This design comes from an exercise in tuning for small area and a short achievable clock period on the open sky130 flow, not from production work.
The RTL was checked by simulation tests, not by an equivalence proof against the original design.
Power and IR drop assume default switching activity.

## flow/design.v

```verilog
module mux2x1 #(parameter bit_size=32) 
	(
	input [bit_size-1:0] a,    
	input [bit_size-1:0] b, 
	input select,
	output [bit_size-1:0] c 
	);
assign c=(select==1)?b:a;
endmodule 
module adder (
	input [31:0]a,     
	input [31:0]b,  
	output [31:0]c   
);
assign c=a+b;
endmodule
module DFF (
	input clk,    
	input rst, 
	input [31:0] d,
	output reg[31:0] q
);
always @(posedge clk or posedge rst) 
	begin 
	if(rst)
		 q<=0;
	else 
		 q<=d;
	end
endmodule
module sign_extend (
	input[15:0] A,    
	output[31:0] extend
);
assign extend={{16{A[15]}},A[15:0]};
endmodule 
module shift2 (
	input [31:0] A,     
	output [31:0] shifted
);
assign shifted=A<<2;
endmodule 
module ALU (
	input[31:0] A,
	input[31:0] B,
	input [2:0] opcode,
	output reg[31:0] C
);
  always@(*)
  begin
  		casex (opcode)
		3'b000: C=A&B;
		3'b001: C=A|B;
		3'b010: C=A+B;
		3'b110: C=A-B;
		3'b111: C=(A<B)?1:0 ;
		default: C=0;
       endcase
  end
endmodule 
module register_file (
	input clk,     
	input rst,
	input WE3,
	input[4:0] A1,
	input[4:0] A2,
	input[4:0] A3,
	output [31:0] RD1,
	output [31:0] RD2,
	input [31:0] WD3
);
reg[31:0]reg_file[31:0];
integer i;
assign RD1=(A1!=0)? reg_file[A1]:0;
assign RD2=(A2!=0)? reg_file[A2]:0;
always @(posedge clk or posedge rst) 
	begin 
	if(rst) 
	begin
	for (i = 0; i < 32; i=i+1) 
		reg_file[i]<=0;
	end 
	else if(WE3==1)
		reg_file[A3]<=WD3;
end
endmodule 
module maindic(
input [5:0]op,
output memtoreg,
output memwrite,
output alusrc,
output regdst,
output regwrite,
output branch,
output jump,
output[1:0]alu_op
);
reg [9:0] temp;
assign {regwrite,regdst,alusrc,branch,memwrite,memtoreg,jump,alu_op}=temp;
always @(*) 
	begin 
	case (op)
		6'b000000:begin temp=10'b110000010; end
		6'b100011:begin temp=10'b101001000; end
		6'b101011:begin temp=10'b001010000; end
		6'b000100:begin temp=10'b000100001; end
		6'b001000:begin temp=10'b101000000; end
		6'b000010:begin temp=10'b000000100; end
		default : begin temp=10'b000000000; end
	endcase
	end
endmodule
module aludec(
input[1:0] alu_op,
input [5:0] funct,
output reg [2:0] alucontrol
);
always @(*) 
	begin 
	if(alu_op==2'b00)
	   alucontrol=3'b010;
	else if(alu_op==2'b01)
	   alucontrol=3'b110;
	else
		begin
			if(funct==6'b100000)
				alucontrol=3'b010;
			else if (funct==6'b100010)
				alucontrol=3'b110;
			else if (funct==6'b100100)
				alucontrol=3'b000;
			else if (funct==6'b100101)
				alucontrol=3'b001;
			else if (funct==6'b101010)
				alucontrol=3'b111;
			else
				alucontrol=3'b000;
		end
	end
endmodule
 module controller(
 input [5:0]op,funct,
 input zero,
 output memtoreg,memwrite,
 output pcsrc,alusrc,
 output regdst,regwrite,
 output jump,
 output[2:0]alucontrol
 );
wire [1:0] alu_op;
wire branch;
maindic m(op,memtoreg,memwrite,alusrc,regdst,regwrite,branch,jump,alu_op);
aludec  a(alu_op,funct,alucontrol);
assign pcsrc =branch&zero;
endmodule 
module datapath (
	input clk,     
	input rst,
	input memtoreg,
 	input pcsrc,alusrc,
 	input regdst,regwrite,
 	input jump,
 	input[2:0]alucontrol,
 	input [31:0] reg_file_from_mem,
 	input [31:0] instr,
 	output [31:0] pc_val,
 	output [31:0] ALU_Result,
	output [31:0] mem_write_data,
	output zero_flag,
	output [5:0] funct, 
	output [5:0] op_code
);
wire [31:0] PCPLUS4;
adder pc_4(pc_val,4,PCPLUS4);
wire[31:0] PCBranch;
wire[31:0] pc_d;
mux2x1 #(.bit_size(32)) mux_pc(PCPLUS4,PCBranch,pcsrc,pc_d);
wire [31:0] jump_address;
assign jump_address={PCPLUS4[31:28],instr[25:0],2'b00};
wire [31:0] pc_dff;
mux2x1 #(.bit_size(32)) pc_input(pc_d,jump_address,jump,pc_dff);
DFF pc_dff_obj(clk,rst,pc_dff,pc_val);
wire [31:0] SignImm;
sign_extend sign_ex(instr[15:0],SignImm);
wire [31:0] SignImmx4;
shift2 inst_numx4(SignImm,SignImmx4);
adder pc_brunch(SignImmx4,PCPLUS4,PCBranch);
wire [4:0] write_into_reg;
wire [31:0] RD1;
wire [31:0] RD2;
wire [31:0] WD3;
register_file regs (clk,rst,regwrite,instr[25:21],instr[20:16],write_into_reg,RD1,RD2,WD3);
mux2x1 #(.bit_size(5)) mux_pc_reg_file(instr[20:16],instr[15:11],regdst,write_into_reg);
mux2x1 #(.bit_size(32)) write_reg_input(ALU_Result,reg_file_from_mem,memtoreg,WD3);
wire [31:0] SRCB;
mux2x1 #(.bit_size(32)) SRCB_mux(RD2,SignImm,alusrc,SRCB);
ALU ALU_cpu(RD1,SRCB,alucontrol,ALU_Result);
assign zero_flag=(ALU_Result==0)?1:0;
assign op_code=instr[31:26];
assign funct=instr[5:0];
assign mem_write_data=RD2;
endmodule 
module MIPS (
	input clk,     
	input rst,
	input [31:0] instr,
	input [31:0] read_mem_data,
	output [31:0] pc,
	output [31:0] data_mem_addr,
	output Mem_Write,
	output [31:0] write_mem_data
);
wire memtoreg,pcsrc,alusrc,regdst,regwrite,jump;
wire [2:0]alucontrol;
wire [5:0]op,funct;
wire zeroFlag;
controller cont_obj(op,funct,zeroFlag,memtoreg,Mem_Write,pcsrc,alusrc,regdst,regwrite,jump,alucontrol);
datapath data_obj(clk,rst,memtoreg,pcsrc,alusrc,regdst,regwrite,jump,alucontrol,read_mem_data,instr,pc,data_mem_addr,write_mem_data,zeroFlag,funct,op);
endmodule
```

## flow/run.sh

```bash
#!/bin/bash
# synth_recipe.tcl (not shown) runs the flow's synth.tcl, then flattens the netlist and writes it again
# the make line also repeats each setting of config.mk as NAME=value (left out here)
make -C /OpenROAD-flow-scripts/flow DESIGN_CONFIG=/design/flow/config.mk WORK_HOME=/design/flow/orfs CLKGATE_MAP_FILE= SYNTH_SCRIPT=/design/flow/synth_recipe.tcl finish
```

## flow/config.mk

```make
export PLATFORM = sky130hd
export DESIGN_NAME = MIPS
export DESIGN_NICKNAME = MIPS
export VERILOG_FILES = /design/flow/design.v
export SDC_FILE = /design/flow/constraint.sdc
export NUM_CORES = 4
export LEC_CHECK = 0
export CAP_MARGIN = 20
export CORE_MARGIN = 2
export CORE_UTILIZATION = 40
export SETUP_SLACK_MARGIN = 0.3
export SLEW_MARGIN = 20
```

## flow/constraint.sdc

```tcl
create_clock -name core_clock -period 12.5 [get_ports {clk}]
set_input_delay 2.5000 -clock core_clock [delete_from_list [all_inputs] [get_ports {clk}]]
set_output_delay 2.5000 -clock core_clock [all_outputs]
set_load 0.01 [all_outputs]
```

==> flow_results.org, run 1 <==
** Run status
- Result of the run :: finished clean

** Setup path
- Crit start category :: primary input
- Biggest fanout along the worst timing path :: 17
- The critical path is of the in -> out type.
- At the worst endpoint, the arrival time is 9700 ps.
- Category of the worst setup path capture point :: output port
- Data required time at the worst endpoint :: 10000 ps

** STA
- Setup slack on the critical path of the routed design comes to between 300 and 400 ps.
- The smallest clock period supported by the final layout is computed as 12200 ps.
- Smallest hold slack :: 510 ps
- The number of endpoints with negative hold slack in the final report is 0.
- At the pin with the least slew margin, the transition time is 1270 ps.
- Maximum frequency from static timing analysis :: 82.0 MHz
- The clock arrives with just under 50 ps of skew.
- Setup violations remaining at the end of the flow were counted as 0.
- Headroom to the max-slew limit came out at roughly 15%.
- Count of pins over their slew limit :: 0
- Setup repair after global routing missed its margin :: no
- Post-route clock period utilization :: 97.6%

** Worst hold path
- In this run the worst hold path is classified as reg -> reg.

** Routing
- Vias :: about 57000
- Routed via count divided by cell count :: about 7
- Number of optimization iterations in the first detailed-route pass :: 9
- Antenna viol nets, final :: 0
- After the first detailed-routing iteration, the DRC count stood at between 9000 and 10000.
- Wires add up to about 300000 µm.
- Wire length on met2 :: about 120000 µm
- After detailed routing, the average wire length per cell comes to between 30 and 40 µm.
- After detailed routing, the met3 layer carries approximately 43000 µm of wire.
- Routed signal wires occupy layers up through met5.
- In the final routing, the length of wire on met1 measures around 110000 µm.
- Count of unresolved DRC violations after routing :: 0

** Floorplan
- Starting density of the core :: roughly two fifths
- Number of top-level design ports :: 163
- The floorplan step defined a core boundary enclosing between 100000 and 150000 µm².
- Rows :: approximately 140
- Measured along the x axis, the die boundary spans 375 µm.
- DIE AREA :: between 100000 and 150000 µm²
- Die height :: roughly 370 µm

** Place
- Post-Place Setup Slack :: between 300 and 400 ps
- Routability-driven placement finished with a final weighted congestion of ~1.
- Buffers placed on the I/O ports in this run total 160.
- DPL Wire Length :: around 190000 µm
- In this run, placement finished with an instance count of between 7000 and 8000.

** Layout
- Compared with the post-synthesis result, the final layout area differs by 16.1%.
- Cell Count, Final, Fillers Out :: between 8000 and 9000
- The library cell used most frequently in the layout, excluding fill and tap cells, is sky130_fd_sc_hd__nand2_1.
- In the layout the commonest cells are 1115 x sky130_fd_sc_hd__nand2_1, 1053 x sky130_fd_sc_hd__o21ai_0, 1022 x sky130_fd_sc_hd__dfrtp_1.
- Post-route core utilization :: a little under half
- Final #Nets :: 6398
- The post-route netlist has a little over a tenth of its cells at a drive strength greater than 1.

** Synth
- After technology mapping, the gate count stands at a little over 6000.
- Synth warn :: 6
- Cell area after synthesis :: 55000 µm²
- Synth Register Bits :: 1022
- Count of flip-flops with a built-in enable after synthesis :: 0
- Each instance of the synthesized netlist takes up on average between 8 and 9 µm².
- Proportion of synthesized flip-flops having asynchronous set or reset :: 100%
- In this run, distinct cell masters in the synthesized netlist total roughly 100.
- The most used flip-flop cell after synthesis is sky130_fd_sc_hd__dfrtp_1.
- Of the synthesized area, sequential elements account for approximately 47%.

** Clock tree
- Number of clock sinks seen by CTS :: ~1000
- The tree is rooted in a sky130_fd_sc_hd__clkbuf_16.
- Clock H-tree levels :: 3
- Max clock buf depth :: 3
- Clk pin slew, worst setup/hold paths :: ~60 ps
- TritonCTS clock tree :: built
- Hold buffers post-CTS :: 0
- Clock tree synthesis inserted a total of between 100 and 150 buffers.
- Clock latency on the worst-skew pair :: around 760 ps

** Power
- Sw frac :: about 28%
- Internal power of the cells :: between 5 and 6 mW
- Power spread over the standard cell area amounts to between 100 and 150 nW/µm².
- Comb power frac :: a little over an eighth
- The clock network accounts for between 40 and 50% of the total power.
- After layout, the design draws a total of roughly 8 mW.
- Worst IR drop on VDD :: 0.0985 mV
- P_leak :: between 20 and 30 nW
- Sequential fraction of design power :: a little over two fifths
- Summed over all nets, the switching power comes to roughly 2.3 mW.

** Job
- MaxCap Viol Count :: 0

** GRT
- Global routing used about two fifths of the available tracks across all layers.
- First-pass GRT wire length :: about 420000 µm
- Via count of the first global-routing pass :: 53000
- For this run the aggregate overflow at the end of global routing stands at 0.
- The initial antenna violation count is 16.
- Entering global routing, the biggest net connects roughly 170 pins.
-- Yosys cell counts (6+ instances only) --
library cell                   n  area (µm²)
sky130_fd_sc_hd__a211oi_1     22         165
sky130_fd_sc_hd__a211oi_2      6        75.1
sky130_fd_sc_hd__a21o_1       22         165
sky130_fd_sc_hd__a21oi_1     106         531
sky130_fd_sc_hd__a221o_1      13         130
sky130_fd_sc_hd__a221oi_1    155        1360
sky130_fd_sc_hd__a222oi_1     64         641
sky130_fd_sc_hd__a22o_1      145        1270
sky130_fd_sc_hd__a22oi_1     612        4590
sky130_fd_sc_hd__a311oi_1      9        78.8
sky130_fd_sc_hd__a31oi_1       8        50.1
sky130_fd_sc_hd__and2_1       13        81.3
sky130_fd_sc_hd__and3_1       10        62.6
sky130_fd_sc_hd__buf_1        19        71.3
sky130_fd_sc_hd__buf_2        15        75.1
sky130_fd_sc_hd__clkbuf_1    512        1920
sky130_fd_sc_hd__dfrtp_1    1022       25600
sky130_fd_sc_hd__ha_1        126        1580
sky130_fd_sc_hd__inv_1       101         379
sky130_fd_sc_hd__mux2_2       11         124
sky130_fd_sc_hd__mux2i_1      37         370
sky130_fd_sc_hd__nand2_1    1147        4310
sky130_fd_sc_hd__nand2b_1     18         113
sky130_fd_sc_hd__nand3_1     210        1050
sky130_fd_sc_hd__nand3b_1     15         113
sky130_fd_sc_hd__nand4_1      92         576
sky130_fd_sc_hd__nor2_1      201         754
sky130_fd_sc_hd__nor2b_1      20         125
sky130_fd_sc_hd__nor3_1       37         185
sky130_fd_sc_hd__nor4_1       51         319
sky130_fd_sc_hd__o2111ai_1     8        70.1
sky130_fd_sc_hd__o211ai_1     18         135
sky130_fd_sc_hd__o21a_1       20         150
sky130_fd_sc_hd__o21ai_0    1059        5300
sky130_fd_sc_hd__o21ai_1      16        80.1
sky130_fd_sc_hd__o21bai_1     19         143
sky130_fd_sc_hd__o221ai_1      6        52.6
sky130_fd_sc_hd__o31ai_1      10        75.1
sky130_fd_sc_hd__or2_2         9        56.3
sky130_fd_sc_hd__or3_1        30         188
sky130_fd_sc_hd__or4_1        30         225
sky130_fd_sc_hd__xnor2_1      39         342
sky130_fd_sc_hd__xor2_1       17         149
-- path summary, 6_finish.rpt --
check / start / to / depth (start not counted) / slack, ps
worst min-delay path: data_obj.regs.reg_file[27][14] / data_obj.regs.reg_file[27][14] / 2 / 510
worst max-delay path: instr[22] / data_mem_addr[26] / 22 / 300
min in group asynchronous: rst / data_obj.regs.reg_file[13][6] / 2 / 2010
worst min register to register: data_obj.regs.reg_file[27][14] / data_obj.regs.reg_file[27][14] / 2 / 510
max in group asynchronous: rst / data_obj.regs.reg_file[17][21] / 5 / 7690
worst max register to register: data_obj.regs.reg_file[3][22] / data_obj.pc_dff_obj.q[7] / 19 / 4960
-- repair_timing --
item / in CTS / in global routing
endpoints found under the setup margin: 0 / 6
buffers inserted: 0 / 3
gates resized for setup: 0 / 4
-- metrics by stage --
step	cell area, µm²	TNS, ps
after floorplan	55000	-4175850
after global placement	59700	0
after detailed placement	59800	0
after CTS	63600	0
after global routing	63800	0
final	63800	0
-- critical path: stages --
cell,delay (ps)
sky130_fd_sc_hd__clkdlybuf4s50_1,790
sky130_fd_sc_hd__or3b_2,650
sky130_fd_sc_hd__nor2_4,940
sky130_fd_sc_hd__buf_4,590
sky130_fd_sc_hd__a22oi_1,170
sky130_fd_sc_hd__nand4_1,150
sky130_fd_sc_hd__nor4_1,70
sky130_fd_sc_hd__buf_4,160
sky130_fd_sc_hd__inv_1,80
sky130_fd_sc_hd__ha_1,260
sky130_fd_sc_hd__nor4_1,570
sky130_fd_sc_hd__buf_4,220
sky130_fd_sc_hd__o21ai_0,70
sky130_fd_sc_hd__nand2_1,90
sky130_fd_sc_hd__a311oi_2,90
sky130_fd_sc_hd__nor3_1,350
sky130_fd_sc_hd__nor3_1,120
sky130_fd_sc_hd__o21ai_0,410
sky130_fd_sc_hd__mux2i_1,160
sky130_fd_sc_hd__o211ai_1,380
sky130_fd_sc_hd__and2_1,280
sky130_fd_sc_hd__clkdlybuf4s50_1,570
-- layer usage --
| metal | vias up | GRT usage [%] |
|---|---|---|
| met3 | 1450 | 16.3 |
| met1 | 27600 | 53.8 |
| met4 | 20 | 22.7 |
| met2 | 4751 | 60.0 |
| li1 | 22900 | - |
| met5 | - | 0 |
-- power groups by stage --
stage	Clock [mW]	Combinational, mW	Sequential [mW]
2_1_floorplan	0	0.611	3.50
3_3_place_gp	0	1.01	3.50
3_5_place_dp	0	1.03	3.50
4_1_cts	3.54	1.03	3.44
5_1_grt	3.68	1.13	3.45
6_report	3.54	1.06	3.44
-- layout make-up --
class,count,area (µm²)
tap,1794,2240
sequential,1022,25600
multi-input combinational,4536,27800
inverter,103,390
clock inverter,50,601
fill,13200,73200
timing repair buffer,430,3870
clock buffer,155,3250
antenna,13,32.5
-- state kept, by name, summed over array words and instances, names as in the netlist --
register / count
data_obj.pc_dff_obj.q: 30
data_obj.regs.reg_file: 992
-- cells by family (layout without fill, tap and decap cells) --
group | after synthesis | after routing | synth area share, %
adders and majority gates | 129 | 129 | 2.98
muxes | 50 | 50 | 0.940
DFF | 1022 | 1022 | 46.5
buffers and inverters | 658 | 738 | 4.63
xor gates and xnor gates | 56 | 56 | 0.892
AOI/OAI and AO/OA | 2387 | 2387 | 28.7
and+or+nand+nor | 1912 | 1912 | 15.4
other | 1 | 15 | 0.00682
==> run 2: changes to the inputs <==
==> flow/design.v (replaced) <==
module ALU (
	input  [31:0] A,
	input  [31:0] B,
	input  [5:0]  funct,
	output reg [31:0] C,
	output eq
);
wire        sub = funct[1];
wire [32:0] s   = {1'b0, A} + {1'b0, B ^ {32{sub}}} + {32'd0, sub};
wire        ltu = ~s[32];
assign eq = (A == B);
always @(*)
	case (funct)
	6'h20, 6'h22: C = s[31:0];
	6'h25:        C = A | B;
	6'h2a:        C = {31'd0, ltu};
	default:      C = A & B;
	endcase
endmodule
module register_file (
	input clk,
	input rst,
	input WE3,
	input  [4:0] A1,
	input  [4:0] A2,
	input  [4:0] A3,
	output [31:0] RD1,
	output [31:0] RD2,
	input  [31:0] WD3
);
reg [31:0] data [1:31];
reg [31:1] valid;
wire [31:1] wsel;
genvar i;
generate
	for (i = 1; i < 32; i = i + 1) begin : g
		assign wsel[i] = WE3 & (A3 == i);
		always @(posedge clk)
			data[i] <= (WD3 & {32{wsel[i]}}) | (data[i] & {32{~wsel[i]}});
	end
endgenerate
always @(posedge clk or posedge rst)
	if (rst) valid <= 31'd0;
	else     valid <= valid | wsel;
reg [31:0] r1, r2;
integer k;
always @(*) begin
	r1 = 32'd0;
	r2 = 32'd0;
	for (k = 1; k < 32; k = k + 1) begin
		r1 = r1 | (data[k] & {32{valid[k] & (A1 == k)}});
		r2 = r2 | (data[k] & {32{valid[k] & (A2 == k)}});
	end
end
assign RD1 = r1;
assign RD2 = r2;
endmodule
module MIPS (
	input clk,     
	input rst,
	input [31:0] instr,
	input [31:0] read_mem_data,
	output [31:0] pc,
	output [31:0] data_mem_addr,
	output Mem_Write,
	output [31:0] write_mem_data
);
wire [5:0] op    = instr[31:26];
wire [4:0] rs    = instr[25:21];
wire [4:0] rt    = instr[20:16];
wire [4:0] rd    = instr[15:11];
wire [31:0] imm  = {{16{instr[15]}}, instr[15:0]};
wire is_r    = (op == 6'b000000);
wire is_addi = (op == 6'b001000);
wire is_lw   = (op == 6'b100011);
wire is_sw   = (op == 6'b101011);
wire is_beq  = (op == 6'b000100);
wire is_j    = (op == 6'b000010);
wire [31:0] RD1, RD2;
wire        we    = is_r | is_addi | is_lw;
wire [4:0]  waddr = is_r ? rd : rt;
wire [31:0] wdata;
register_file regs (
	.clk(clk), .rst(rst), .WE3(we), .A1(rs), .A2(rt), .A3(waddr),
	.RD1(RD1), .RD2(RD2), .WD3(wdata)
);
wire [31:0] addr_sum = RD1 + imm;
wire [31:0] alu_out;
wire        eq;
ALU alu (.A(RD1), .B(RD2), .funct(instr[5:0]), .C(alu_out), .eq(eq));
assign wdata = is_lw ? read_mem_data : (is_r ? alu_out : addr_sum);
assign data_mem_addr  = addr_sum;
assign write_mem_data = RD2;
assign Mem_Write      = is_sw;
reg  [29:0] pcw;
wire [29:0] pc4w   = pcw + 30'd1;
wire [30:0] br_sum = {pcw, 1'b1} + {imm[29:0], 1'b1};
wire [29:0] brw    = br_sum[30:1];
wire [29:0] pc_next = is_j ? {pc4w[29:26], instr[25:0]} :
                      (is_beq & eq) ? brw : pc4w;
always @(posedge clk or posedge rst)
	if (rst) pcw <= 30'd0;
	else     pcw <= pc_next;
assign pc = {pcw, 2'b00};
endmodule
==> run 2 against run 1 <==
Compared with the run above: area after synthesis fell by 6.2%; cell area fell by 5.8%; sequential share of layout area rose by 12 points.
==> flow_results.org, run 2 <==
** Clock tree
- The count of H-tree levels built during CTS was 3 (unchanged).
- TritonCTS clock tree :: built (unchanged)
- The clock latency of the later-clocked register in the worst-skew pair came to 750 ps (was 760 ps).
- The number of clock sinks came to 1053 (was 1022).
- Max clock buf depth :: 3 (unchanged)
- The CTS clock-pin slew for the worst setup and hold paths is 60 ps (about the same).
- Total clock buffers created by CTS :: 109 (was 110)
- The cell at the root of the clock tree is sky130_fd_sc_hd__clkbuf_16 (unchanged).
- The post-CTS setup buffer count was 0 (unchanged).

** Floorplan
- Rows :: 131 (was 136)
- Die Width :: 363 µm (was 375 µm)
- The die outline area was 132000 µm² (was 140000 µm²).
- The floorplan core area came to 128000 µm² (was 137000 µm²).
- The number of top-level pins is 163 (unchanged).
- Starting density of the core :: 40.4% (was 40.1%)
- Die height :: 363 µm (was 375 µm)

** Routing
- Count of unresolved DRC violations after routing :: 0 (unchanged)
- The routed wire length was 261000 µm (was 300000 µm).
- Number of optimization iterations in the first detailed-route pass :: 13 (was 9)
- Routed via count divided by cell count :: 7.69 (was 7.00)
- The number of DRC markers after the initial detailed-route iteration was 11400 (was 9707).
- Antenna viol nets, final :: 0 (unchanged)
- The vias after detailed routing came to 46200 (was 56700).
- The final routed wire length divided by cell count came to 43.4 µm (was 37.1 µm).

** Synth
- Count of flip-flops with a built-in enable after synthesis :: 992 (was 0)
- Most frequently used cell type in the post-synthesis netlist :: sky130_fd_sc_hd__edfxtp_1 (was sky130_fd_sc_hd__nand2_1)
- Gate count of the mapped netlist :: 4040 (was 6215)
- The most area-hungry cell type in the Yosys netlist was sky130_fd_sc_hd__edfxtp_1 (was sky130_fd_sc_hd__dfrtp_1).
- Cell area after synthesis :: 51500 µm² (was 55000 µm²)
- Top-area cell type share of the netlist area :: 57.8% (was 46.5%)
- Area contributors post-synth: sky130_fd_sc_hd__edfxtp_1 58%, sky130_fd_sc_hd__a22oi_1 5.3%, sky130_fd_sc_hd__a221oi_1 4.0% (was sky130_fd_sc_hd__dfrtp_1 47%, sky130_fd_sc_hd__o21ai_0 9.6%, sky130_fd_sc_hd__a22oi_1 8.4%).
- Count of different cell masters after synthesis :: 80 (was 98)
- The sequential share of the synthesized area came to 60.8% (was 46.5%).
- The mean instance size in the synthesized netlist was 12.8 µm² (was 8.84 µm²).
- Proportion of synthesized flip-flops having asynchronous set or reset :: 5.79% (was 100%)
- The leading register cell type out of synthesis is sky130_fd_sc_hd__edfxtp_1 (was sky130_fd_sc_hd__dfrtp_1).
- Synth Register Bits :: 1053 (was 1022)
- Cell types with the highest counts after synthesis: 992 x sky130_fd_sc_hd__edfxtp_1, 364 x sky130_fd_sc_hd__a22oi_1, 234 x sky130_fd_sc_hd__a221oi_1 (was 1147 x sky130_fd_sc_hd__nand2_1, 1059 x sky130_fd_sc_hd__o21ai_0, 1022 x sky130_fd_sc_hd__dfrtp_1).
- The warning count from the yosys run was 4 (was 6).

** STA
- The maximum frequency from static timing analysis came to 82.0 MHz (about the same).
- The number of endpoints failing setup at the final stage came to 0 (unchanged).
- Setup repair after global routing missed its margin: no (unchanged).
- The slew of the pin with the lowest slew margin came to 1300 ps (was 1270 ps).
- The number of endpoints with negative hold slack in the final report was 0 (unchanged).
- The final critical delay including setup and external delays came to 12190 ps (was 12200 ps).
- Setup Total Neg Slack :: 0 ps (unchanged)
- Post-route clock period utilization :: 97.6% (about the same)
- Count of pins over their slew limit :: 0 (unchanged)
- Worst slew slack as a fraction of its limit :: 13.2% (was 15.4%)
- The clock tree skew after final layout is 28.8 ps (was 48.5 ps).

** Worst hold path
- The worst min-delay path class is reg -> reg (unchanged).

** Setup path
- Crit start category :: primary input (unchanged)
- Category of the worst setup path capture point :: output port (unchanged)
- Data required time at the worst endpoint :: 10000 ps (about the same)
- The critical path arrival is 9690 ps (was 9700 ps).
- The highest net fanout along the worst path was 21 (was 17).
- Kind of critical path :: in -> out (unchanged)

** Layout
- The ratio of cells with drive above 1 in the final layout came to 12.7% (was 10.6%).
- Most common cell after layout, fill and taps aside :: sky130_fd_sc_hd__edfxtp_1 (was sky130_fd_sc_hd__nand2_1)
- Cell Count, Final, Fillers Out :: 6002 (was 8103)
- The layout net count is 4466 (was 6398).
- Post-route core utilization :: 47.1% (was 46.6%)
- The area overhead of the layout relative to synthesis came to 16.6% (was 16.1%).
- Most frequent cells in the layout: 992 x sky130_fd_sc_hd__edfxtp_1, 364 x sky130_fd_sc_hd__a22oi_1, 234 x sky130_fd_sc_hd__a221oi_1 (was 1115 x sky130_fd_sc_hd__nand2_1, 1053 x sky130_fd_sc_hd__o21ai_0, 1022 x sky130_fd_sc_hd__dfrtp_1).

** GRT
- The number of global-route vias before repair came to 42600 (was 53000).
- Initial antenna violation count :: 7 (was 16)
- The largest net degree at the start of global routing is 62 (was 166).
- The aggregate global routing overflow was 0 (unchanged).
- The wire length of the first global-routing pass was 349000 µm (was 419000 µm).
- The overall track demand over capacity in global routing is 38.3% (was 41.8%).

** Place
- The count of placed standard cells including taps was 5788 (was 7879).
- The HPWL after detailed placement is 155000 µm (was 189000 µm).
- GPL Wtd Cong :: 0.991 (was 1.00)
- The number of buffer cells added on primary ports was 160 (unchanged).

** Power
- P_leak :: 20.5 nW (was 27.1 nW)
- Worst IR drop on VDD :: 0.107 mV (was 0.0985 mV)
- Comb power frac :: 14.4% (was 13.2%)
- The internal power came to 6.54 mW (was 5.79 mW).
- The share of total power consumed by net switching was 26.5% (was 28.0%).
- Clock share of power :: 39.4% (was 44.0%)
- Sequential fraction of design power :: 46.2% (was 42.8%)
- Pwr dens :: 148 nW/µm² (was 126 nW/µm²)
- Power consumption :: 8.89 mW (was 8.04 mW)
- The total net switching power came to 2.35 mW (was 2.25 mW).

** Job
- MaxCap Viol Count :: 0 (unchanged)

** Run status
- Result of the run: finished clean (unchanged).
[run 2: through the flow]
stage | hold slack [ps] | setup slack (ps) | instance area, µm²
after floorplan | 446 | 3150 | 51500
after global placement | 471 | 264 | 56200
after detailed placement | 477 | 283 | 56200
after CTS | 492 | 405 | 60000
after global routing | 530 | 255 | 60100
final | 501 | 305 | 60100
[run 2: final timing paths]
| path | slack, ps | depth (start not counted) | end | startpoint |
|---|---|---|---|---|
| max | 310 | 19 | data_mem_addr[28] | instr[22] |
| min | 500 | 1 | regs.valid[1] | regs.valid[1] |
| max reg2reg | 5260 | 18 | register | regs.valid[11] |
| min reg2reg | 500 | 1 | regs.valid[1] | regs.valid[1] |
| max in group asynchronous | 9600 | 3 | pcw[15] | rst |
| min in group asynchronous | 2350 | 3 | pcw[19] | rst |
[run 2: critical path: stages]
cell and delay, ps:
sky130_fd_sc_hd__clkdlybuf4s50_1 680, sky130_fd_sc_hd__nor2b_1 510, sky130_fd_sc_hd__and3_2 1160, sky130_fd_sc_hd__a22oi_1 220
sky130_fd_sc_hd__and4_1 260, sky130_fd_sc_hd__nand3_1 450, sky130_fd_sc_hd__ha_1 420, sky130_fd_sc_hd__a21o_1 210
sky130_fd_sc_hd__a21o_1 170, sky130_fd_sc_hd__a21oi_1 210, sky130_fd_sc_hd__o21ai_0 170, sky130_fd_sc_hd__a2111oi_1 620
sky130_fd_sc_hd__buf_4 220, sky130_fd_sc_hd__o21ai_0 120, sky130_fd_sc_hd__a41oi_1 420, sky130_fd_sc_hd__nand2b_1 100
sky130_fd_sc_hd__a21oi_1 260, sky130_fd_sc_hd__xnor2_1 310, sky130_fd_sc_hd__clkdlybuf4s50_1 640
[run 2: power by group through the flow]
stage	logic, mW	clock network [mW]	registers [mW]
after detailed placement	1.24	0	4.18
after CTS	1.25	3.49	4.11
final	1.28	3.50	4.11
after global routing	1.38	3.62	4.12
after floorplan	0.723	0	4.18
after global placement	1.23	0	4.18
[run 2: kinds of logic after synthesis]
group                      share of synthesized area [%]
and+or+nand+nor                                     9.47
adders and majority gates                           3.90
DFF                                                 60.8
xor gates and xnor gates                            2.19
other                                            0.00728
muxes                                              0.240
buffers and inverters                               2.71
AOI/OAI and AO/OA                                   20.7
[run 2: cell type report]
cell class	instances	area, µm²
Tap cell	1662	2080
Clock buffer	121	2820
Timing Repair Buffer	348	3080
Antenna cell	5	12.5
Fill cell	11200	67600
Sequential cell	1053	31300
Multi-Input combinational cell	2625	19400
Inverter	104	390
Clock inverter	84	986
[run 2: layer usage]
metal  share of wire [%]  wire length [µm]  GRT usage (%)
met1                  34             88500           47.4
met5                0.14               374          0.654
met2                  40            103000           53.6
met4                 8.6             22400           24.5
met3                  18             45900           17.7
[run 2: repair_timing]
item / CTS / global route
endpoints found under the setup margin: 1 / 3
resized for setup: 1 / 8
hold buffers: 0 / 0
==> run 3: changes to the inputs <==
--- a/flow/design.v
+++ b/flow/design.v
@@ -84,7 +84,18 @@
 	.clk(clk), .rst(rst), .WE3(we), .A1(rs), .A2(rt), .A3(waddr),
 	.RD1(RD1), .RD2(RD2), .WD3(wdata)
 );
-wire [31:0] addr_sum = RD1 + imm;
+wire [16:0] lo_sum = {1'b0, RD1[15:0]} + {1'b0, instr[15:0]};
+wire        c16    = lo_sum[16];
+wire        sg     = instr[15];
+wire [15:0] hi     = RD1[31:16];
+reg  [15:0] hi_inc, hi_dec;
+integer k;
+always @(*)
+	for (k = 0; k < 16; k = k + 1) begin
+		hi_inc[k] = hi[k] ^ ((hi & ((16'd1 << k) - 16'd1)) == ((16'd1 << k) - 16'd1));
+		hi_dec[k] = hi[k] ^ ((hi & ((16'd1 << k) - 16'd1)) == 16'd0);
+	end
+wire [31:0] addr_sum = {(c16 == sg) ? hi : (c16 ? hi_inc : hi_dec), lo_sum[15:0]};
 wire [31:0] alu_out;
 wire        eq;
 ALU alu (.A(RD1), .B(RD2), .funct(instr[5:0]), .C(alu_out), .eq(eq));
--- a/flow/config.mk
+++ b/flow/config.mk
@@ -8,5 +8,8 @@
 export CAP_MARGIN = 20
 export CORE_MARGIN = 2
 export CORE_UTILIZATION = 40
-export SETUP_SLACK_MARGIN = 0.3
+export CTS_BUF_LIST = sky130_fd_sc_hd__clkbuf_8
+export PLACE_DENSITY = 0.45
+export SETUP_SLACK_MARGIN = 3.5
 export SLEW_MARGIN = 20
+export TNS_END_PERCENT = 5
==> run 3 against run 2 <==
Compared with the run above: die area down 0.48%; register-to-register slack got worse by 150 ps; flip-flop and latch count unchanged; power is 3.1% lower; combinational power increased by 9%; sequential share of layout area decreased by 1.8 points; still clean; wire length grew 13%; area after synthesis down 0.48%; via count is 2.6% higher; maximum frequency rose by 29%; largest power group unchanged; clock power fell by 13%.
==> flow_results.org, run 3 <==
** Synth
- Cell types with the highest counts after synthesis: 992 x sky130_fd_sc_hd__edfxtp_1, 674 x sky130_fd_sc_hd__a22oi_1, 283 x sky130_fd_sc_hd__nand2_1 (was 992 x sky130_fd_sc_hd__edfxtp_1, 364 x sky130_fd_sc_hd__a22oi_1, 234 x sky130_fd_sc_hd__a221oi_1).
- Area contributors post-synth :: sky130_fd_sc_hd__edfxtp_1 58%, sky130_fd_sc_hd__a22oi_1 9.9%, sky130_fd_sc_hd__ha_1 3.4% (was sky130_fd_sc_hd__edfxtp_1 58%, sky130_fd_sc_hd__a22oi_1 5.3%, sky130_fd_sc_hd__a221oi_1 4.0%)
- The mean instance size in the synthesized netlist was 12.6 µm² (was 12.8 µm²).
- Gate count of the mapped netlist :: 4062 (was 4040)
- Synth area leader :: sky130_fd_sc_hd__edfxtp_1 (unchanged)
- The share of async-settable or async-resettable flops after synthesis came to 5.79% (unchanged).
- Most frequently used cell type in the post-synthesis netlist :: sky130_fd_sc_hd__edfxtp_1 (unchanged)
- The number of enable-type register cells in the synthesized netlist was 992 (unchanged).
- The top-area cell type share of the netlist area came to 58.1% (was 57.8%).
- The sequential share of the synthesized area came to 61.1% (was 60.8%).
- Main synth FF type :: sky130_fd_sc_hd__edfxtp_1 (unchanged)
- The flip-flop and latch count after synthesis came to 1053 (unchanged).
- The combined area of all synthesized cells was 51300 µm² (was 51500 µm²).
- Count of different cell masters after synthesis :: 88 (was 80)
- The warning count from the yosys run came to 4 (unchanged).

** Routing
- Drt initial violations :: 10600 (was 11400)
- The length of the first detailed-routing pass in iterations was 14 (was 13).
- The DRC violation count after routing was 0 (unchanged).
- Wire length after detailed routing :: 295000 µm (was 261000 µm)
- The final routed wire length divided by cell count came to 46.5 µm (was 43.4 µm).
- Vias :: 47400 (was 46200)
- Routed via count divided by cell count :: 7.45 (was 7.69)
- Antenna viol nets, final :: 0 (unchanged)

** Setup path
- Ordered list of cells on the worst path :: buf_8 -> nor3b_4 -> and3_4 -> buf_4 -> a2111oi_1 -> nand3_1 -> or4_1 -> nor4_4 -> nand4_4 -> nor4_4 -> buf_4 -> a21oi_2 -> xnor2_1 -> inv_1 -> buf_2 (was clkdlybuf4s50_1 -> nor2b_1 -> and3_2 -> a22oi_1 -> and4_1 -> nand3_1 -> ha_1 -> a21o_1 -> a21o_1 -> a21oi_1 -> o21ai_0 -> a2111oi_1 -> buf_4 -> o21ai_0 -> a41oi_1 -> nand2b_1 -> a21oi_1 -> xnor2_1 -> clkdlybuf4s50_1)
- Critical-path top delay cell :: sky130_fd_sc_hd__a2111oi_1 (was sky130_fd_sc_hd__and3_2)
- Delay of the slowest cell on the worst path :: 940 ps (was 1160 ps)
- The type of the worst setup path was in -> out (unchanged).
- The element type at the critical path start was a primary input (unchanged).
- Data required time at the worst endpoint :: 10000 ps (about the same)
- Biggest fanout along the worst timing path :: 16 (was 21)
- Category of the worst setup path capture point :: output port (unchanged)
- The critical path arrival was 6980 ps (was 9690 ps).

** Place
- GPL Wtd Cong :: 0.984 (was 0.991)
- The number of buffer cells added on primary ports was 160 (unchanged).
- The HPWL after detailed placement is 177000 µm (was 155000 µm).
- Area post-placement :: 56100 µm² (was 56200 µm²)
- Dpl cells :: 5839 (was 5788)
- The pre-CTS setup slack was 688 ps (was 283 ps).

** STA
- Final Worst Setup Slack :: 3020 ps (was 305 ps)
- The final critical delay including setup and external delays is 9480 ps (was 12190 ps).
- Post-route clock period utilization :: 75.9% (was 97.6%)
- Setup repair after global routing missed its margin: yes (was no).
- The total negative setup slack came to 0 ps (unchanged).
- The slew of the pin with the lowest slew margin came to 1220 ps (was 1300 ps).
- Worst Clk Skew :: 65.9 ps (was 28.8 ps)
- The tightest slew margin relative to the limit was 18.5% (was 13.2%).
- Number of endpoints with negative hold slack in the final report :: 0 (unchanged)
- The smallest hold slack was 473 ps (was 501 ps).
- The max-slew violation count is 0 (unchanged).
- Finish-stage setup viols :: 0 (unchanged)
- Maximum frequency from static timing analysis :: 105 MHz (was 82.0 MHz)

** GRT
- The aggregate global routing overflow was 0 (unchanged).
- The met3 global-route usage was 18.5% (was 17.7%).
- Met2 Resource Use GR :: 61.8% (was 53.6%)
- The largest net degree at the start of global routing was 62 (unchanged).
- The busiest layer in global routing was met2 (unchanged).
- Met1 Usage GRT :: 55.5% (was 47.4%)
- The wire length of the first global-routing pass was 388000 µm (was 349000 µm).
- All-Layer GR Usage :: 43.8% (was 38.3%)
- Via count of the first global-routing pass :: 44200 (was 42600)
- The initial antenna violation count is 14 (was 7).

** Power
- The part of the total power dissipated in the clock network is 35.3% (was 39.4%).
- The power per standard cell area was 139 nW/µm² (was 148 nW/µm²).
- The sequential fraction of design power was 48.4% (was 46.2%).
- The leakage power figure came to 22.5 nW (was 20.5 nW).
- Worst IR drop on VDD :: 0.124 mV (was 0.107 mV)
- The internal power is 6.10 mW (was 6.54 mW).
- The combinational power share came to 16.2% (was 14.4%).
- The total design power came to 8.62 mW (was 8.89 mW).
- Switching pwr :: 2.52 mW (was 2.35 mW)
- Sw frac :: 29.2% (was 26.5%)

** Layout
- Most frequent cells in the layout: 992 x sky130_fd_sc_hd__edfxtp_1, 671 x sky130_fd_sc_hd__a22oi_1, 328 x sky130_fd_sc_hd__buf_4 (was 992 x sky130_fd_sc_hd__edfxtp_1, 364 x sky130_fd_sc_hd__a22oi_1, 234 x sky130_fd_sc_hd__a221oi_1).
- Cell Count, Final, Fillers Out :: 6356 (was 6002)
- Post-route core utilization :: 48.8% (was 47.1%)
- Most common cell after layout, fill and taps aside :: sky130_fd_sc_hd__edfxtp_1 (unchanged)
- The area overhead of the layout relative to synthesis is 21.3% (was 16.6%).
- Total non-filler cell area in the finished layout :: 62200 µm² (was 60100 µm²)
- Final #Nets :: 4743 (was 4466)
- The ratio of cells with drive above 1 in the final layout came to 20.5% (was 12.7%).

** Floorplan
- Rows :: 131 (unchanged)
- The floorplan core area is 127000 µm² (was 128000 µm²).
- Die height :: 362 µm (was 363 µm)
- The number of top-level pins came to 163 (unchanged).
- DIE AREA :: 131000 µm² (was 132000 µm²)
- Starting density of the core :: 40.3% (was 40.4%)
- The die span in x was 362 µm (was 363 µm).

** Clock tree
- Clock root buffer :: sky130_fd_sc_hd__clkbuf_8 (was sky130_fd_sc_hd__clkbuf_16)
- Number of clock sinks seen by CTS :: 1053 (unchanged)
- The number of buffers on the longest clock path is 3 (unchanged).
- Clock latency on the worst-skew pair :: 960 ps (was 750 ps)
- The CTS clock-pin slew for the worst setup and hold paths is 60 ps (about the same).
- TritonCTS clock tree :: built (unchanged)
- Total clock buffers created by CTS :: 179 (was 109)
- The count of H-tree levels built during CTS came to 4 (was 3).
- The number of buffers inserted by hold repair at cts is 0 (unchanged).

** Run status
- Result of the run :: finished clean (unchanged)

** Job
- The max-cap check violation count is 0 (unchanged).

** Worst hold path
- The worst min-delay path class was reg -> reg (unchanged).
run 3: cell types whose count changed after synthesis, moves of 42 or more:
cell                       delta
sky130_fd_sc_hd__a22oi_1    +310
sky130_fd_sc_hd__a22o_1     -127
sky130_fd_sc_hd__nand2_1    +119
sky130_fd_sc_hd__a221oi_1   -196
sky130_fd_sc_hd__nand3_1     -44
sky130_fd_sc_hd__a221o_1     +45
sky130_fd_sc_hd__clkbuf_1    -42
run 3: what timing repair did:
action / in CTS / in global routing
buffers inserted: 136 / 31
resized for setup: 298 / 65
endpoints found under the setup margin: 374 / 331
hold endpoints to repair: 0 / 0
cloned: 5 / 3
pin swaps: 95 / 60
run 3: layout make-up:
cell class | instances | area [µm²]
diodes | 16 | 40.0
clock buffers | 182 | 2500
clock inverters | 144 | 863
fillers | 11300 | 65200
inverters | 108 | 405
multi-input cells | 2645 | 20000
flip-flops and latches | 1053 | 31300
well taps | 1662 | 2080
repair buffers | 546 | 5020
run 3: critical path: cells and delay by family:
family | cells | cell delay (ps)
AND/OR/NAND/NOR | 7 | 2390
AO/OA/AOI/OAI | 2 | 970
buffers and inverters | 5 | 830
XOR/XNOR | 1 | 260
run 3: per-layer routing:
metal / routed length [µm] / up-vias
met3: 48400 / 1312
met4: 21800 / 6
met2: 121000 / 5094
met5: 48 / -
met1: 104000 / 23500
li1: - / 17500
run 3: power groups by stage:
stage	Sequential, mW	Combinational, mW	Clock, mW
floorplan	4.23	0.703	0
global placement	4.24	1.25	0
detailed placement	4.24	1.27	0
CTS	4.17	1.33	3.05
global route	4.18	1.49	3.21
finish	4.17	1.40	3.05
run 3: cells by family (layout without fill, tap and decap cells):
group / count (synthesis) / after routing / synth area share (%)
XOR/XNOR: 138 / 138 / 2.36
buffers and inverters: 369 / 980 / 2.95
adder cells (fa/ha/maj): 144 / 144 / 3.56
multiplexers: 10 / 10 / 0.200
other: 1 / 18 / 0.00731
AND/OR/NAND/NOR: 1028 / 1031 / 10.6
flip-flops: 1053 / 1053 / 61.1
AO/OA/AOI/OAI: 1319 / 1320 / 19.3
run 3: worst paths after layout:
path / startpoint / endpoint / slack [ps] / depth (start not counted)
max in group asynchronous: rst / regs.valid[8] / 9680 / 3
worst max-delay path: instr[22] / data_mem_addr[29] / 3020 / 15
min in group asynchronous: rst / pcw[17] / 2170 / 3
worst min register to register: pcw[29] / pcw[29] / 470 / 1
worst max register to register: regs.valid[19] / register / 5110 / 20
worst min-delay path: pcw[29] / pcw[29] / 470 / 1
==> run 4: changes to the inputs <==
--- a/flow/design.v
+++ b/flow/design.v
@@ -28,32 +28,41 @@
 	output [31:0] RD2,
 	input  [31:0] WD3
 );
-reg [31:0] data [1:31];
-reg [31:1] valid;
+reg  [31:1] valid;
+wire [31:0] data [1:31];
 wire [31:1] wsel;
 genvar i;
 generate
 	for (i = 1; i < 32; i = i + 1) begin : g
+		reg [31:0] r;
 		assign wsel[i] = WE3 & (A3 == i);
 		always @(posedge clk)
-			data[i] <= (WD3 & {32{wsel[i]}}) | (data[i] & {32{~wsel[i]}});
+			if (wsel[i]) r <= WD3;
+		assign data[i] = r;
 	end
 endgenerate
 always @(posedge clk or posedge rst)
 	if (rst) valid <= 31'd0;
 	else     valid <= valid | wsel;
-reg [31:0] r1, r2;
-integer k;
-always @(*) begin
-	r1 = 32'd0;
-	r2 = 32'd0;
-	for (k = 1; k < 32; k = k + 1) begin
-		r1 = r1 | (data[k] & {32{valid[k] & (A1 == k)}});
-		r2 = r2 | (data[k] & {32{valid[k] & (A2 == k)}});
+wire [31:1] sel1, sel2;
+generate
+	for (i = 1; i < 32; i = i + 1) begin : s
+		assign sel1[i] = valid[i] & (A1 == i);
+		assign sel2[i] = valid[i] & (A2 == i);
 	end
-end
-assign RD1 = r1;
-assign RD2 = r2;
+endgenerate
+genvar b;
+generate
+	for (b = 0; b < 32; b = b + 1) begin : rb
+		wire [31:1] t1, t2;
+		for (i = 1; i < 32; i = i + 1) begin : t
+			assign t1[i] = data[i][b] & sel1[i];
+			assign t2[i] = data[i][b] & sel2[i];
+		end
+		assign RD1[b] = |t1;
+		assign RD2[b] = |t2;
+	end
+endgenerate
 endmodule
 module MIPS (
 	input clk,     
@@ -84,18 +93,7 @@
 	.clk(clk), .rst(rst), .WE3(we), .A1(rs), .A2(rt), .A3(waddr),
 	.RD1(RD1), .RD2(RD2), .WD3(wdata)
 );
-wire [16:0] lo_sum = {1'b0, RD1[15:0]} + {1'b0, instr[15:0]};
-wire        c16    = lo_sum[16];
-wire        sg     = instr[15];
-wire [15:0] hi     = RD1[31:16];
-reg  [15:0] hi_inc, hi_dec;
-integer k;
-always @(*)
-	for (k = 0; k < 16; k = k + 1) begin
-		hi_inc[k] = hi[k] ^ ((hi & ((16'd1 << k) - 16'd1)) == ((16'd1 << k) - 16'd1));
-		hi_dec[k] = hi[k] ^ ((hi & ((16'd1 << k) - 16'd1)) == 16'd0);
-	end
-wire [31:0] addr_sum = {(c16 == sg) ? hi : (c16 ? hi_inc : hi_dec), lo_sum[15:0]};
+wire [31:0] addr_sum = RD1 + imm;
 wire [31:0] alu_out;
 wire        eq;
 ALU alu (.A(RD1), .B(RD2), .funct(instr[5:0]), .C(alu_out), .eq(eq));
==> flow/flow/run.sh (new file) <==
#!/bin/bash
set -euo pipefail
here=$(pwd)
rm -rf "$here/scripts_abc"
cp -r "$FLOW_HOME/scripts" "$here/scripts_abc"
cp "$here/flow/abc_speed.script" "$here/scripts_abc/abc_speed.script"
bash standard.sh SCRIPTS_DIR="$here/scripts_abc" synth > "$here/synth_make.log" 2>&1
bash standard.sh "BUFFER_PORTS_ARGS=-buffer_cell sky130_fd_sc_hd__buf_2" finish > "$here/layout_make.log" 2>&1
==> flow/flow/abc_speed.script (new file) <==
strash
map -D 3500
topo
stime -c
buffer -c
upsize -c
dnsize -c
strash
&get -n
&nf -p -C 32
&put
upsize -c
dnsize -c
==> flow/standard.sh (new file) <==
#!/bin/bash
# synth_recipe.tcl (not shown) runs the flow's synth.tcl, then flattens the netlist and writes it again
# the make line also repeats each setting of config.mk as NAME=value (left out here)
make -C /OpenROAD-flow-scripts/flow DESIGN_CONFIG=/design/flow/config.mk WORK_HOME=/design/flow/orfs CLKGATE_MAP_FILE= SYNTH_SCRIPT=/design/flow/synth_recipe.tcl "${@:-finish}"
--- a/flow/config.mk
+++ b/flow/config.mk
@@ -10,6 +10,6 @@
 export CORE_UTILIZATION = 40
 export CTS_BUF_LIST = sky130_fd_sc_hd__clkbuf_8
 export PLACE_DENSITY = 0.45
-export SETUP_SLACK_MARGIN = 3.5
+export SETUP_SLACK_MARGIN = 3.6
 export SLEW_MARGIN = 20
 export TNS_END_PERCENT = 5
removed: flow/run.sh
==> run 4 against run 3 <==
Compared with the run above: synthesized cell count is 0.62% higher; power rose by 1.5%; non-clock buffer count decreased by 140; maximum frequency increased by 2.6%; core utilization is 0.87 points lower; combinational power rose by 15%; clock-buffer cell count decreased by 3; largest cell class unchanged; highest routed layer unchanged.
==> flow_results.org, run 4 <==
** Run status
- Result of the run: finished clean (unchanged).

** Power
- The leakage power figure was 21.1 nW (was 22.5 nW).
- Pwr dens :: 141 nW/µm² (was 139 nW/µm²)
- Worst IR drop on VDD :: 0.118 mV (was 0.124 mV)
- The total design power was 8.75 mW (was 8.62 mW).

** Synth
- Area contributors post-synth :: sky130_fd_sc_hd__edfxtp_1 57%, sky130_fd_sc_hd__a22oi_1 5.6%, sky130_fd_sc_hd__a221oi_1 3.8% (was sky130_fd_sc_hd__edfxtp_1 58%, sky130_fd_sc_hd__a22oi_1 9.9%, sky130_fd_sc_hd__ha_1 3.4%)
- Post-synthesis compound-gate area fraction :: 20.4% (was 19.3%)
- The warning count from the yosys run came to 3 (was 4).
- Share of synthesized area occupied by flip-flops and latches :: 60.3% (was 61.1%)
- Adder-cell area share of the yosys netlist :: 3.88% (was 3.56%)
- Cell types with the highest counts after synthesis :: 992 x sky130_fd_sc_hd__edfxtp_1, 390 x sky130_fd_sc_hd__a22oi_1, 338 x sky130_fd_sc_hd__nand2_1 (was 992 x sky130_fd_sc_hd__edfxtp_1, 674 x sky130_fd_sc_hd__a22oi_1, 283 x sky130_fd_sc_hd__nand2_1)
- Most frequently used cell type in the post-synthesis netlist :: sky130_fd_sc_hd__edfxtp_1 (unchanged)
- The xor/xnor cell area share of the yosys netlist was 2.38% (was 2.36%).
- Count of different cell masters after synthesis :: 85 (was 88)
- The simple-gate share of the synthesized area was 11.8% (was 10.6%).
- The largest family of logic cells by synthesized area is compound AO/OA/AOI/OAI gates (unchanged).
- Count of flip-flops with a built-in enable after synthesis :: 992 (unchanged)
- The mux contribution to synthesized area is 0.272% (was 0.200%).
- Proportion of synthesized flip-flops having asynchronous set or reset :: 5.79% (unchanged)
- Synth Register Bits :: 1053 (unchanged)
- The most area-hungry cell type in the Yosys netlist was sky130_fd_sc_hd__edfxtp_1 (unchanged).
- Cell area after synthesis :: 51900 µm² (was 51300 µm²)
- The top-area cell type share of the netlist area was 57.4% (was 58.1%).
- The leading register cell type out of synthesis was sky130_fd_sc_hd__edfxtp_1 (unchanged).
- Gate count of the mapped netlist :: 4087 (was 4062)
- The mean instance size in the synthesized netlist is 12.7 µm² (was 12.6 µm²).

** STA
- Worst Clk Skew :: 79.7 ps (was 65.9 ps)
- Count of pins over their slew limit :: 0 (unchanged)
- Final Worst Setup Slack :: 3260 ps (was 3020 ps)
- The tightest slew margin relative to the limit was 18.0% (was 18.5%).
- The number of endpoints failing setup at the final stage was 0 (unchanged).
- The final critical delay including setup and external delays is 9240 ps (was 9480 ps).
- Slew of the pin with the lowest slew margin :: 1230 ps (was 1220 ps)
- Setup Total Neg Slack :: 0 ps (unchanged)
- Number of endpoints with negative hold slack in the final report :: 0 (unchanged)
- The portion of the clock cycle consumed by the worst path in the final layout came to 73.9% (was 75.9%).
- Setup repair after global routing missed its margin: yes (unchanged).
- Maximum frequency from static timing analysis :: 108 MHz (was 105 MHz)

** Setup path
- The worst setup path startpoint is instr[19] (was instr[22]).
- Kind of critical path :: in -> out (unchanged)
- The element type at the critical path start was a primary input (unchanged).
- FF-to-FF Start :: regs.valid[2] (was regs.valid[19])
- The required time of the critical path was 10000 ps (about the same).
- The setup slack on the worst flop-to-flop path came to 5450 ps (was 5110 ps).
- Length in cells of the worst reg-to-reg path :: 19 (was 20)
- Data arrival at the endpoint of the critical path :: 6740 ps (was 6980 ps)
- Biggest fanout along the worst timing path :: 32 (was 16)
- The nature of the critical path endpoint was an output port (unchanged).
- The last element of the critical path is write_mem_data[13] (was data_mem_addr[29]).
- The worst register-to-register path ends at regs.g[28].r[27].

** Layout
- The final standard cell utilization of the core came to 48.0% (was 48.8%).
- Area Overhead vs Synth :: 19.4% (was 21.3%)
- Total non-filler cell area in the finished layout :: 62000 µm² (was 62200 µm²)
- Most frequent cells in the layout: 992 x sky130_fd_sc_hd__edfxtp_1, 390 x sky130_fd_sc_hd__a22oi_1, 326 x sky130_fd_sc_hd__nand2_1 (was 992 x sky130_fd_sc_hd__edfxtp_1, 671 x sky130_fd_sc_hd__a22oi_1, 328 x sky130_fd_sc_hd__buf_4).
- Most flop-heavy register :: regs.g.r
- Final #Nets :: 4899 (was 4743)
- The commonest non-fill, non-tap cell in the layout is sky130_fd_sc_hd__edfxtp_1 (unchanged).
- Flip-flop count of the largest register after layout :: around 1000
- Fraction of layout instances using a drive strength above 1 :: 19.6% (was 20.5%)
- The largest registers in the layout are regs.g.r: 992 flops, regs.valid: 31 flops, pcw: 30 flops.

** Floorplan
- Die Width :: 364 µm (was 362 µm)
- The effective utilization at floorplan is 40.2% (was 40.3%).
- DIE AREA :: 133000 µm² (was 131000 µm²)
- The number of top-level pins came to 163 (unchanged).
- The total number of placement rows came to 132 (was 131).
- The floorplan core area came to 129000 µm² (was 127000 µm²).
- The vertical extent of the die is 364 µm (was 362 µm).

** Clock tree
- The count of H-tree levels built during CTS is 4 (unchanged).
- The number of buffers inserted by hold repair at cts came to 0 (unchanged).
- Total clock buffers created by CTS :: 178 (was 179)
- The number of buffers on the longest clock path is 3 (unchanged).
- The number of clock sinks is 1053 (unchanged).
- Clk pin slew, worst setup/hold paths :: 60 ps (about the same)
- The cell at the root of the clock tree is sky130_fd_sc_hd__clkbuf_8 (unchanged).
- Clock latency on the worst-skew pair :: 930 ps (was 960 ps)
- TritonCTS clock tree :: built (unchanged)

** GRT
- Via count of the first global-routing pass :: 42200 (was 44200)
- Gr busiest metal :: met2 (unchanged)
- Largest net degree at the start of global routing :: 62 (unchanged)
- Met1 Usage GRT :: 47.3% (was 55.5%)
- The initial antenna violation count was 10 (was 14).
- Met3 demand-to-capacity share in global routing :: 7.11% (was 18.5%)
- The overall track demand over capacity in global routing came to 34.7% (was 43.8%).
- First-pass GRT wire length :: 322000 µm (was 388000 µm)
- Met2 Resource Use GR :: 54.6% (was 61.8%)
- The aggregate global routing overflow was 0 (unchanged).

** Routing
- Antenna viol nets, final :: 0 (unchanged)
- Vias :: 43800 (was 47400)
- The length of the first detailed-routing pass in iterations was 11 (was 14).
- Count of unresolved DRC violations after routing :: 0 (unchanged)
- The final routed wire length divided by cell count is 35.8 µm (was 46.5 µm).
- The number of DRC markers after the initial detailed-route iteration was 5734 (was 10600).
- The routed wire length was 235000 µm (was 295000 µm).
- Routed via count divided by cell count :: 6.68 (was 7.45)

** Job
- The max-cap check violation count came to 0 (unchanged).

** Worst hold path
- Path class of the lowest-slack min-delay path :: reg -> reg (unchanged)

** Place
- The placed standard-cell area was 56600 µm² (was 56100 µm²).
- The pre-CTS setup slack is 1590 ps (was 688 ps).
- Number of port buffers :: 160 (unchanged)
- The HPWL after detailed placement was 155000 µm (was 177000 µm).
- The placer congestion estimate is 0.923 (was 0.984).
## run 4: cell count changes after synthesis, moves of 67 or more
cell,previous run,this run
sky130_fd_sc_hd__a21oi_1,110,177
sky130_fd_sc_hd__a221oi_1,38,224
sky130_fd_sc_hd__a22o_1,98,166
sky130_fd_sc_hd__a22oi_1,674,390
sky130_fd_sc_hd__and3_1,106,37
sky130_fd_sc_hd__clkbuf_1,159,0
sky130_fd_sc_hd__clkinv_1,0,110
sky130_fd_sc_hd__inv_1,106,0
sky130_fd_sc_hd__nand4_1,84,209
sky130_fd_sc_hd__nor2_1,124,226
sky130_fd_sc_hd__xor2_1,28,96
## run 4: how the worst min path moves through the flow
stage,start,endpoint,cells after the start
detailed placement,regs.valid[15],regs.valid[15],1
finish,regs.valid[15],regs.valid[15],1
CTS,regs.valid[15],regs.valid[15],1
global placement,regs.valid[15],regs.valid[15],1
global route,regs.valid[15],regs.valid[15],1
floorplan,regs.valid[15],regs.valid[15],1
## run 4: area by class of cell
| class | instances | area, µm² |
|---|---|---|
| Antenna cell | 6 | 15.0 |
| Clock buffer | 179 | 2460 |
| Clock inverter | 144 | 855 |
| Fill cell | 11900 | 67200 |
| Inverter | 113 | 455 |
| Multi-Input combinational cell | 2922 | 21800 |
| Sequential cell | 1053 | 31300 |
| Tap cell | 1742 | 2180 |
| Timing Repair Buffer | 406 | 2890 |
## run 4: through the flow
stage | std cells | hold WS [ps]
2_1_floorplan | 4088 | 466
3_3_place_gp | 6149 | 494
3_5_place_dp | 6149 | 501
4_1_cts | 6554 | 515
5_1_grt | 6561 | 550
6_report | 6565 | 515
## run 4: timing repair
| action | CTS | global route |
|---|---|---|
| gates resized for setup | 249 | 42 |
| buffers inserted | 79 | 4 |
| setup endpoints to repair | 59 | 298 |
| pin swaps | 90 | 20 |
| hold endpoints to repair | 0 | 0 |
| gates cloned | 3 | 1 |
## run 4: worst max-delay path, cell delays in order
cell and delay [ps]:
sky130_fd_sc_hd__buf_2 450, sky130_fd_sc_hd__nor2_1 250, sky130_fd_sc_hd__and4_2 270, sky130_fd_sc_hd__buf_4 300
sky130_fd_sc_hd__a22o_1 270, sky130_fd_sc_hd__a221oi_1 210, sky130_fd_sc_hd__nand3_1 130, sky130_fd_sc_hd__a221oi_1 260
sky130_fd_sc_hd__nand4_1 590, sky130_fd_sc_hd__nor2_1 890, sky130_fd_sc_hd__clkinv_1 330, sky130_fd_sc_hd__buf_2 230
## run 4: power by group
part,total (mW),switching [mW],leakage (nW),internal (mW)
sequential,4.17,0.0968,9.65,4.08
clock,2.97,1.53,1.91,1.44
combinational,1.61,1.13,9.58,0.474
total,8.75,2.76,21.1,5.99
## run 4: routing by layer
layer | up-vias | share of wire [%]
met5 | - | 0.0094
met4 | 4 | 3.8
met3 | 439 | 9.8
met2 | 2468 | 45
met1 | 22400 | 41
li1 | 18500 | -
## run 4: cells by family (layout without fill, tap and decap cells)
kind of cell,after synthesis,after routing
other,1,8
adder cells (fa/ha/maj),159,159
multiplexers,14,14
AND/OR/NAND/NOR,1198,1199
XOR/XNOR,141,141
buffers and inverters,115,842
flip-flops,1053,1053
AO/OA/AOI/OAI,1406,1407
==> run 5: changes to the inputs <==
--- a/flow/design.v
+++ b/flow/design.v
@@ -2,13 +2,14 @@
 	input  [31:0] A,
 	input  [31:0] B,
 	input  [5:0]  funct,
+	input         op_beq,
 	output reg [31:0] C,
 	output eq
 );
-wire        sub = funct[1];
+wire        sub = funct[1] | op_beq;
 wire [32:0] s   = {1'b0, A} + {1'b0, B ^ {32{sub}}} + {32'd0, sub};
 wire        ltu = ~s[32];
-assign eq = (A == B);
+assign eq = (s[31:0] == 32'd0);
 always @(*)
 	case (funct)
 	6'h20, 6'h22: C = s[31:0];
@@ -96,7 +97,7 @@
 wire [31:0] addr_sum = RD1 + imm;
 wire [31:0] alu_out;
 wire        eq;
-ALU alu (.A(RD1), .B(RD2), .funct(instr[5:0]), .C(alu_out), .eq(eq));
+ALU alu (.A(RD1), .B(RD2), .funct(instr[5:0]), .op_beq(is_beq), .C(alu_out), .eq(eq));
 assign wdata = is_lw ? read_mem_data : (is_r ? alu_out : addr_sum);
 assign data_mem_addr  = addr_sum;
 assign write_mem_data = RD2;
--- a/flow/config.mk
+++ b/flow/config.mk
@@ -7,9 +7,9 @@
 export LEC_CHECK = 0
 export CAP_MARGIN = 20
 export CORE_MARGIN = 2
-export CORE_UTILIZATION = 40
+export CORE_UTILIZATION = 50
 export CTS_BUF_LIST = sky130_fd_sc_hd__clkbuf_8
-export PLACE_DENSITY = 0.45
+export PLACE_DENSITY = 0.6
 export SETUP_SLACK_MARGIN = 3.6
 export SLEW_MARGIN = 20
 export TNS_END_PERCENT = 5
==> run 5 against run 4 <==
Compared with the run above: still clean; die area fell by 20%; clock power shrank 5%; combinational power fell by 22%; non-clock buffer count is 16 higher; critical endpoint is now data_mem_addr[31]; largest cell class unchanged.
==> flow_results.org, run 5 <==
** Run status
- Result of the run: finished clean (unchanged).

** Clock tree
- The number of buffers on the longest clock path is 3 (unchanged).
- Hold buffers post-CTS :: 0 (unchanged)
- Clock root buffer :: sky130_fd_sc_hd__clkbuf_8 (unchanged)
- Clock latency on the worst-skew pair :: 890 ps (was 930 ps)
- The TritonCTS buffer count was 171 (was 178).
- TritonCTS clock tree :: built (unchanged)
- Clock H-tree levels :: 4 (unchanged)

** Synth
- The sequential share of the synthesized area was 60.8% (was 60.3%).
- The most area-hungry cell type in the Yosys netlist is sky130_fd_sc_hd__edfxtp_1 (unchanged).
- Count of flip-flops with a built-in enable after synthesis :: 992 (unchanged)
- Cell types with the highest counts after synthesis :: 992 x sky130_fd_sc_hd__edfxtp_1, 700 x sky130_fd_sc_hd__a22oi_1, 337 x sky130_fd_sc_hd__nand2_1 (was 992 x sky130_fd_sc_hd__edfxtp_1, 390 x sky130_fd_sc_hd__a22oi_1, 338 x sky130_fd_sc_hd__nand2_1)
- The mean instance size in the synthesized netlist is 12.6 µm² (was 12.7 µm²).
- The flip-flop and latch count after synthesis came to 1053 (unchanged).
- Count of different cell masters after synthesis :: 86 (was 85)
- The instance count of the mapped netlist is 4092 (was 4087).
- Synth warn :: 3 (unchanged)
- The leading register cell type out of synthesis is sky130_fd_sc_hd__edfxtp_1 (unchanged).
- Proportion of synthesized flip-flops having asynchronous set or reset :: 5.79% (unchanged)
- Most frequently used cell type in the post-synthesis netlist :: sky130_fd_sc_hd__edfxtp_1 (unchanged)
- Area contributors post-synth: sky130_fd_sc_hd__edfxtp_1 58%, sky130_fd_sc_hd__a22oi_1 10%, sky130_fd_sc_hd__nand4_1 3.5% (was sky130_fd_sc_hd__edfxtp_1 57%, sky130_fd_sc_hd__a22oi_1 5.6%, sky130_fd_sc_hd__a221oi_1 3.8%).

** Setup path
- The worst path buffer plus inverter count came to 4 (unchanged).
- Crit start category :: primary input (unchanged)
- Ordered list of cells on the worst path :: buf_6 -> nor2b_2 -> and3_4 -> buf_4 -> a22oi_1 -> nand4_1 -> nor4_4 -> clkinv_2 -> ha_4 -> a21oi_4 -> o21a_1 -> nor2_2 -> a2111oi_4 -> o311ai_1 -> xnor2_1 -> buf_2 (was buf_2 -> nor2_1 -> and4_2 -> buf_4 -> a22o_1 -> a221oi_1 -> nand3_1 -> a221oi_1 -> nand4_1 -> nor2_1 -> clkinv_1 -> buf_2)
- The delay of the slowest cell on the worst path came to 750 ps (was 890 ps).
- Kind of critical path :: in -> out (unchanged)
- Category of the worst setup path capture point :: output port (unchanged)
- Data arrival at the endpoint of the critical path :: 6680 ps (was 6740 ps)
- Critical-path top delay cell :: sky130_fd_sc_hd__nor4_4 (was sky130_fd_sc_hd__nor2_1)
- Biggest fanout along the worst timing path :: 17 (was 32)
- Family with the most delay on the worst path :: simple AND/OR/NAND/NOR gates (unchanged)

** Layout
- The cell area after layout was 61400 µm² (was 62000 µm²).
- The commonest non-fill, non-tap cell in the layout is sky130_fd_sc_hd__edfxtp_1 (unchanged).
- The ratio of cells with drive above 1 in the final layout came to 19.8% (was 19.6%).
- Most flop-heavy register :: regs.g.r (unchanged)
- Final-layout fill cell count :: 8379 (was 11900)
- Post-route core utilization :: 60.2% (was 48.0%)
- The layout net count was 4852 (was 4899).
- Largest registers ranked by flip-flop count: regs.g.r: 992 flops, regs.valid: 31 flops, pcw: 30 flops (unchanged).
- Cell Count, Final, Fillers Out :: 6190 (was 6565)

** Place
- Number of port buffers :: 160 (unchanged)
- The count of placed standard cells including taps was 5801 (was 6149).
- The pre-CTS setup slack was 1650 ps (was 1590 ps).
- Area post-placement :: 56200 µm² (was 56600 µm²)
- GPL Wtd Cong :: 1.00 (was 0.923)

** Power
- Pwr dens :: 132 nW/µm² (was 141 nW/µm²)
- Worst IR drop on VDD :: 0.110 mV (was 0.118 mV)
- P_leak :: 20.5 nW (was 21.1 nW)
- The total design power is 8.13 mW (was 8.75 mW).

** Floorplan
- The total number of placement rows is 117 (was 132).
- Die Width :: 325 µm (was 364 µm)
- The floorplan core area is 102000 µm² (was 129000 µm²).
- The vertical extent of the die was 325 µm (was 364 µm).

** STA
- Smallest hold slack :: 523 ps (was 515 ps)
- The slew of the pin with the lowest slew margin was 1270 ps (was 1230 ps).
- Count of pins over their slew limit :: 0 (unchanged)
- The post-route worst setup slack came to 3320 ps (was 3260 ps).
- The tightest slew margin relative to the limit is 15.2% (was 18.0%).
- The clock tree skew after final layout came to 55.5 ps (was 79.7 ps).
- The number of endpoints failing setup at the final stage came to 0 (unchanged).
- Setup repair after global routing missed its margin: yes (unchanged).

** Job
- MaxCap Viol Count :: 0 (unchanged)

** GRT
- The initial antenna violation count was 10 (unchanged).
- Largest net degree at the start of global routing :: 62 (unchanged)
- First-pass GRT wire length :: 329000 µm (was 322000 µm)

** Routing
- The number of DRC markers after the initial detailed-route iteration came to 8455 (was 5734).
- The vias after detailed routing is 46600 (was 43800).
- The length of the first detailed-routing pass in iterations was 7 (was 11).
- Wire length after detailed routing :: 242000 µm (was 235000 µm)
- Antenna viol nets, final :: 0 (unchanged)
- The via density per instance came to 7.53 (was 6.68).
==> run 5: power by group <==
part / total (mW) / switching [mW] / internal [mW]
sequential: 4.08 / 0.0869 / 3.99
combinational: 1.25 / 0.869 / 0.379
clock: 2.81 / 1.41 / 1.40
total: 8.13 / 2.37 / 5.77
==> run 5: what timing repair did <==
item                       CTS  global route
pin swaps                   50            22
setup buffers               63            13
resized for setup          208            70
setup endpoints to repair  278           260
gates cloned                 3             4
==> run 5: area by class of cell <==
cell class | count | area (µm²) | area share [%]
clock buffers | 181 | 2490 | 4.06
inverters | 111 | 478 | 0.778
repair inverters | 1 | 11.3 | 0.0183
diodes | 8 | 20.0 | 0.0326
repair buffers | 422 | 3130 | 5.10
multi-input cells | 2929 | 21600 | 35.2
well taps | 1368 | 1710 | 2.79
flip-flops and latches | 1053 | 31300 | 51.0
clock inverters | 117 | 604 | 0.984
==> run 5: path summary, 6_finish.rpt <==
check                               startpoint                 to  slack (ps)  cells after the start
worst max register to register  regs.valid[25]            pcw[20]        5550                     20
worst min-delay path            regs.valid[31]     regs.valid[31]         520                      1
worst max-delay path                 instr[24]  data_mem_addr[31]        3320                     16
min in group asynchronous                  rst      regs.valid[3]        1920                      3
max in group asynchronous                  rst            pcw[15]        9930                      3
worst min register to register  regs.valid[31]     regs.valid[31]         520                      1
==> run 5: logic make-up after synthesis <==
| kind of cell | share of synthesized area (%) |
|---|---|
| compound gates | 20.6 |
| xor+xnor | 2.40 |
| fa+ha+maj | 2.40 |
| buf+inv | 0.893 |
| flops | 60.8 |
| mux | 0.117 |
| other cells | 0.00728 |
| simple gates | 12.8 |
==> run 5: metal layers <==
metal	global-route usage, %	part of all wire [%]	up-vias
li1	-	-	18700
met4	28.6	7.7	8
met3	16.6	15	979
met2	66.0	43	4040
met5	0	0.040	-
met1	54.0	35	22900

==> what the ideal ports hide <==
The flow's constraints put no driver on any port. The routed layouts listed below were extracted and timed again, unchanged, in two steps.
Step 1: set_driving_cell puts a clkbuf_16 on clk and a buf_2 on each other input, an assumption about the parent block.
Step 2, shift: input delay + t, output delay - t, t = (earliest + latest rising clock arrival at the registers) / 2. This alone moves slack from input paths to output paths.
a / b / c = ideal ports / drivers / drivers and shift; a / b = the first two.
| run | t (ns) | setup slack, ns |
|---|---|---|
| run 1 | 0.816 | 0.302 / 0.258 / 0.258 |
| run 2 | 0.812 | 0.305 / 0.282 / 0.282 |
| run 3 | 0.996 | 3.016 / 2.907 / 2.263 |
| run 4 | 0.962 | 3.258 / 3.232 / 2.566 |
| run 5 | 0.932 | 3.318 / 3.193 / 2.796 |
After both steps every run listed still meets setup and hold.
